This design comes from an exercise in tuning for small area on the open sky130 flow, not from production work. At most, simulation tests tie the RTL to the original design; equivalence was not proved. No driver is modelled on the clock port, so clocking that relies on it looks cheaper here than on a real chip. Power and IR drop assume default switching activity.

Setup of red:
==> module top, before the edit <==
module top (
  input wire clk,
  input wire rst,
  input wire rx,
  output wire tx
);
  localparam [10:0] LFSR_END  = 11'd144;
  localparam [10:0] LFSR_MASK = 11'b11101101011;
  reg [10:0] lfsr;
  wire tick = (lfsr & LFSR_MASK) == (LFSR_END & LFSR_MASK);
  always @(posedge clk)
    lfsr <= {lfsr[9:0], lfsr[10] ^ lfsr[1] ^ tick};
  reg [3:0] fc;
  wire idle    = (fc[3] & fc[2] & fc[0]);
  wire at_d7   = (~fc[2] & fc[1] & fc[0]);
  wire fc_in   = idle ? rx : ~((fc[3] & fc[1]) | (fc[3] & fc[0]) | (~fc[3] & ~fc[0]));
  always @(posedge clk)
    if (rst)
      fc <= 4'hf;
    else if (tick)
      fc <= {fc[2:0], fc_in};
  reg [9:0] line;
  wire [7:0] byte_in = {rx, line[0], line[1], line[2],
                        line[3], line[4], line[5], line[6]};
  wire letter = (byte_in[7:6] == 2'b01) &&
                (byte_in[4:0] != 5'd0) && (byte_in[4:0] <= 5'd26);
  wire flip = at_d7 & letter;
  always @(posedge clk)
    if (rst)
      line <= 10'h3ff;
    else if (tick)
      line <= {line[8:2], line[1] ^ flip, line[0], rx};
  assign tx = line[9];
endmodule
Settings: LEC_CHECK=0, ABC_AREA=1, CAP_MARGIN=20, CORE_AREA=2 2 60 60, DIE_AREA=0 0 62 62, PLACE_DENSITY=0.95, SLEW_MARGIN=20; clock period 8.0 ns.
standard.sh (not shown) runs the stock make flow with config.mk's settings and CLKGATE_MAP_FILE= SYNTH_SCRIPT=/design/flow/synth_recipe.tcl, a recipe that flattens the netlist after the stock synthesis.
==> flow/flow/run.sh <==
#!/bin/bash
set -euo pipefail
export ONE_CLKBUF='sky130_fd_sc_hd__buf_8'
export MY_ABC_SCRIPT=$PWD/flow/area.abc
bash standard.sh finish \
  "SYNTH_SCRIPT=$PWD/flow/my_synth.tcl" \
  'BUFFER_PORTS_ARGS=-buffer_cell sky130_fd_sc_hd__buf_1' \
  "PRE_CTS_TCL=$PWD/flow/clkbuf.tcl" \
  'CTS_ARGS=-clk_nets clk -dont_use_dummy_load' \
  > standard.log 2>&1
==> flow/flow/area.abc <==
strash
&get -n
&deepsyn -J 20 -T 100
&put
&get -n
&dch -f
&nf -R 1000
&put
topo
dnsize -c
==> flow/flow/clkbuf.tcl <==
# Drive every clock sink from one clock buffer placed at the sinks' centroid;
# the clock port then feeds only that buffer.
set block [ord::get_db_block]
set db [ord::get_db]
set clk [$block findNet clk]
set master [$db findMaster $::env(ONE_CLKBUF)]
set inst [odb::dbInst_create $block $master clkbuf_root]
set net [odb::dbNet_create $block clknet_root]
$net setSigType CLOCK
set sx 0; set sy 0; set n 0
foreach it [$clk getITerms] {
  set i [$it getInst]
  set bb [$i getBBox]
  set sx [expr {$sx + ([$bb xMin] + [$bb xMax]) / 2}]
  set sy [expr {$sy + ([$bb yMin] + [$bb yMax]) / 2}]
  incr n
  $it disconnect
  $it connect $net
}
[$inst findITerm A] connect $clk
[$inst findITerm X] connect $net
$inst setLocation [expr {$sx / $n}] [expr {$sy / $n}]
$inst setPlacementStatus PLACED
puts "clkbuf.tcl: $::env(ONE_CLKBUF) drives $n clock sinks"
==> flow/flow/my_synth.tcl <==
# synth_recipe.tcl with ABC's mapping script replaced by $::env(MY_ABC_SCRIPT)
proc synth {args} { yosys synth -nofsm -noshare {*}$args }
proc abc {args} {
  set i [lsearch -exact $args -script]
  if { $i >= 0 } { lset args [expr {$i + 1}] $::env(MY_ABC_SCRIPT) }
  yosys abc {*}$args
}
source $::env(SCRIPTS_DIR)/synth.tcl
# left out here: clear keep_hierarchy, flatten, clean up, hide names made inside functions, write 1_2_yosys.v
red finished every step from synthesis to the final layout, and the layout passed the timing, DRC and antenna checks.
For blue, these inputs were changed with respect to red:
--- a/flow/design.v
+++ b/flow/design.v
@@ -12,10 +12,10 @@
     lfsr <= {lfsr[9:0], lfsr[10] ^ lfsr[1] ^ tick};
   reg [3:0] fc;
-  wire idle    = (fc[3] & fc[2] & fc[0]);
-  wire at_d7   = (~fc[2] & fc[1] & fc[0]);
-  wire fc_in   = idle ? rx : ~((fc[3] & fc[1]) | (fc[3] & fc[0]) | (~fc[3] & ~fc[0]));
+  wire idle    = (~fc[3] & ~fc[2] & ~fc[0]);
+  wire at_d7   = (fc[2] & ~fc[1] & ~fc[0]);
+  wire fc_in   = idle ? ~rx : ((~fc[3] & ~fc[1]) | (~fc[3] & ~fc[0]) | (fc[3] & fc[0]));
   always @(posedge clk)
     if (rst)
-      fc <= 4'hf;
+      fc <= 4'd0;
     else if (tick)
       fc <= {fc[2:0], fc_in};
Findings:
blue completed end to end with timing, DRC and antenna clean.
When the final numbers for red and blue were put side by side, the post-synthesis instance area turned out to be greater in blue.
Comparing number of search-and-repair iterations in the first detailed-routing pass for red and blue, the smaller number came from red.
Headroom to the max-slew limit for blue: 13 points up relative to red
Area added between synthesis and finish delta (red -> blue): insignificant
On routed wire length: between red and blue, it ends up lower for blue.
Relative to red, worst setup slack increased by 420 ps in blue.
blue vs. red: critical path depth moved up, post-placement cell count moved up, net count after synthesis moved up, power moved up, cell area moved up.
Looking at via count, blue sits about 3% above red.
No functional check of the RTL was part of red.

---

Setup of north:
The RTL this note starts from:
==> flow/design.v <==
module top (
  input wire clk,
  input wire rst,
  input wire rx,
  output wire tx
);
  localparam [10:0] LFSR_END  = 11'd1903;
  localparam [10:0] LFSR_MASK = 11'b11101101011;
  reg [10:0] lfsr;
  wire tick = (lfsr & LFSR_MASK) == (LFSR_END & LFSR_MASK);
  always @(posedge clk)
    lfsr <= {lfsr[9:0], ~(lfsr[10] ^ lfsr[1] ^ tick)};
  reg [3:0] fc;
  wire idle    = (fc[3] & fc[2] & fc[0]);
  wire at_d7   = (~fc[2] & fc[1] & fc[0]);
  wire fc_in   = idle ? rx : ~((fc[3] & fc[1]) | (fc[3] & fc[0]) | (~fc[3] & ~fc[0]));
  always @(posedge clk)
    if (rst)
      fc <= 4'hf;
    else if (tick)
      fc <= {fc[2:0], fc_in};
  reg [9:0] line;
  wire [7:0] byte_in = {rx, line[0], line[1], line[2],
                        line[3], line[4], line[5], line[6]};
  wire letter = (byte_in[7:6] == 2'b01) &&
                (byte_in[4:0] != 5'd0) && (byte_in[4:0] <= 5'd26);
  wire flip = at_d7 & letter;
  always @(posedge clk)
    if (rst)
      line <= 10'h3ff;
    else if (tick)
      line <= {line[8:2], line[1] ^ flip, line[0], rx};
  assign tx = line[9];
endmodule
export LEC_CHECK = 0
export ABC_AREA = 1
export CAP_MARGIN = 20
export CORE_AREA = 2 2 60 60
export DIE_AREA = 0 0 62 62
export PLACE_DENSITY = 0.95
export SLEW_MARGIN = 20
create_clock -name core_clock -period 8.0 [get_ports {clk}]
Scripts as last shown in full above: flow/flow/run.sh, flow/flow/area.abc, flow/flow/clkbuf.tcl, flow/flow/my_synth.tcl
### north -> south
diff --git a/flow/design.v b/flow/design.v
--- a/flow/design.v
+++ b/flow/design.v
@@ -3,18 +3,18 @@
   input wire rst,
   input wire rx,
   output wire tx
 );
-  localparam [10:0] LFSR_END  = 11'd1903;
+  localparam [10:0] LFSR_END  = 11'd144;
   localparam [10:0] LFSR_MASK = 11'b11101101011;
   reg [10:0] lfsr;
   wire tick = (lfsr & LFSR_MASK) == (LFSR_END & LFSR_MASK);
   always @(posedge clk)
-    lfsr <= {lfsr[9:0], ~(lfsr[10] ^ lfsr[1] ^ tick)};
+    lfsr <= {lfsr[9:0], lfsr[10] ^ lfsr[1] ^ tick};
   reg [3:0] fc;
-  wire idle    = (fc[3] & fc[2] & fc[0]);
-  wire at_d7   = (~fc[2] & fc[1] & fc[0]);
-  wire fc_in   = idle ? rx : ~((fc[3] & fc[1]) | (fc[3] & fc[0]) | (~fc[3] & ~fc[0]));
+  wire idle    = (fc[3] & fc[1] & fc[0]);
+  wire at_d7   = (~fc[3] & ~fc[2] & fc[1]);
+  wire fc_in   = idle ? rx : ~((fc[3] & ~fc[2]) | (fc[2] & ~fc[1]));
   always @(posedge clk)
     if (rst)
       fc <= 4'hf;
     else if (tick)
[summary]
- Comparing power for south and north, the smaller number came from south.
- Final weighted congestion in routability-driven placement (south vs. north) decreases by a few percent
- south and north ended up with nearly the same post-CTS clock slew at the launch and capture registers of the worst setup and hold paths.
- north -> south: routed wire length decreased by more than 10%
- south: sequential share of layout area 0.38 points below north
Only the layout flow was run in south; the RTL was not checked for function there.

---

exp/umber:
top, a different RTL version from the one above (not shown whole).
Size in the first run: ~65 cells after synthesis, roughly 25 flip-flops, ~4 I/O pins, ~740 um^2 of cells after synthesis.
==> module top, before the edit <==
module top (
  input wire clk,
  input wire rst,
  input wire rx,
  output wire tx
);
  localparam [10:0] LFSR_END  = 11'd144;
  localparam [10:0] LFSR_MASK = 11'b11101101011;
  reg [10:0] lfsr;
  wire tick = (lfsr & LFSR_MASK) == (LFSR_END & LFSR_MASK);
  always @(posedge clk)
    lfsr <= {lfsr[9:0], lfsr[10] ^ lfsr[1] ^ tick};
  reg [3:0] fc;
  wire idle    = (~fc[3] & ~fc[1] & ~fc[0]);
  wire at_d7   = (fc[3] & fc[2] & ~fc[1]);
  wire fc_in   = idle ? ~rx : ((~fc[3] & fc[2]) | (~fc[2] & fc[1]));
  always @(posedge clk)
    if (rst)
      fc <= 4'd0;
    else if (tick)
      fc <= {fc[2:0], fc_in};
  reg [9:0] line;
  wire [7:0] byte_in = {rx, line[0], line[1], line[2],
                        line[3], line[4], line[5], line[6]};
  wire letter = (byte_in[7:6] == 2'b01) &&
                (byte_in[4:0] != 5'd0) && (byte_in[4:0] <= 5'd26);
  wire flip = at_d7 & letter;
  always @(posedge clk)
    if (rst)
      line <= 10'h3ff;
    else if (tick)
      line <= {line[8:2], line[1] ^ flip, line[0], rx};
  assign tx = line[9];
endmodule
Settings: LEC_CHECK=0, ABC_AREA=1, CAP_MARGIN=20, CORE_AREA=2 2 60 60, DIE_AREA=0 0 62 62, PLACE_DENSITY=0.95, SLEW_MARGIN=20; clock period 8.0 ns.
Scripts as last shown in full above: flow/flow/run.sh, flow/flow/area.abc, flow/flow/clkbuf.tcl, flow/flow/my_synth.tcl
Input-level comparison between exp/willow and exp/umber:
-- flow/design.v --
<<< exp/umber, line 12
    lfsr <= {lfsr[9:0], lfsr[10] ^ lfsr[1] ^ tick};
  reg [3:0] fc;
  wire idle    = (~fc[3] & ~fc[1] & ~fc[0]);
  wire at_d7   = (fc[3] & fc[2] & ~fc[1]);
  wire fc_in   = idle ? ~rx : ((~fc[3] & fc[2]) | (~fc[2] & fc[1]));
  always @(posedge clk)
    if (rst)
>>> exp/willow, line 12
    lfsr <= {lfsr[9:0], lfsr[10] ^ lfsr[1] ^ tick};
  reg [3:0] fc;
  wire idle    = ~fc[3] & ~fc[2] & ~fc[0];
  wire at_d7   = ~fc[3] & fc[2] & ~fc[0];
  wire fc_in   = idle ? ~rx : ~(fc[3] ^ (fc[2] & ~fc[0]));
  always @(posedge clk)
    if (rst)
==> run notes <==
For post-route standard cell area excluding fillers, exp/umber and exp/willow come out practically identical.
Between exp/umber and exp/willow, the difference in area added between synthesis and finish is negligible.
Fraction of final layout cells with drive strength greater than 1 across exp/umber and exp/willow: no real change.
Looking at cell internal power dissipation, exp/willow sits about 1.4% lower than exp/umber does.
Of exp/umber and exp/willow, the higher fraction of the mapped netlist area in simple logic gates belongs to exp/umber.
Higher cell depth of the worst flop-to-flop path among exp/umber and exp/willow: exp/umber
Per the comparison of exp/willow with exp/umber, sequential share of cell area closely matched the old numbers, required time of the critical path lower, data arrival time at the worst-slack endpoint down 210 ps, wire length went up, worst-case hold slack shows no meaningful change.
Relative to exp/umber, the met1 track demand over resource in global routing of exp/willow is lower by 0.39 points.
No run of this note included a check of the RTL's function; only the layout flow was run.

[static timing again, ports no longer ideal]
The results above use ideal ports. As a check the final layouts listed here were re-extracted and re-timed, cells and wires unchanged.
Step 1, drivers: a clkbuf_16 drives clk and a buf_2 each remaining input, both assumed.
Step 2, shift: input delay + t, output delay - t, t = (earliest + latest rising clock arrival at the registers) / 2. This alone moves slack from input paths to output paths.
Three values: ideal, step 1, step 2; two values: the first two.
| run | t, ns | setup slack, ns | worst hold slack (ns) |
|---|---|---|---|
| red | 0.165 | 5.220 / 5.219 / 5.054 | 0.339 / 0.339 / 0.339 |
| blue | 0.167 | 5.636 / 5.644 / 5.477 | 0.340 / 0.340 / 0.340 |
| north | 0.165 | 5.259 / 5.255 / 5.090 | 0.342 / 0.342 / 0.342 |
| south | 0.162 | 5.300 / 5.303 / 5.141 | 0.340 / 0.340 / 0.340 |
| exp/umber | 0.166 | 5.352 / 5.351 / 5.185 | 0.341 / 0.341 / 0.341 |
| exp/willow | 0.167 | 5.510 / 5.518 / 5.351 | 0.342 / 0.342 / 0.342 |
After both steps every run listed still meets setup and hold. The setup slack of north, which loses most, moves by -0.004 ns with the drivers and by -0.169 ns with both steps.
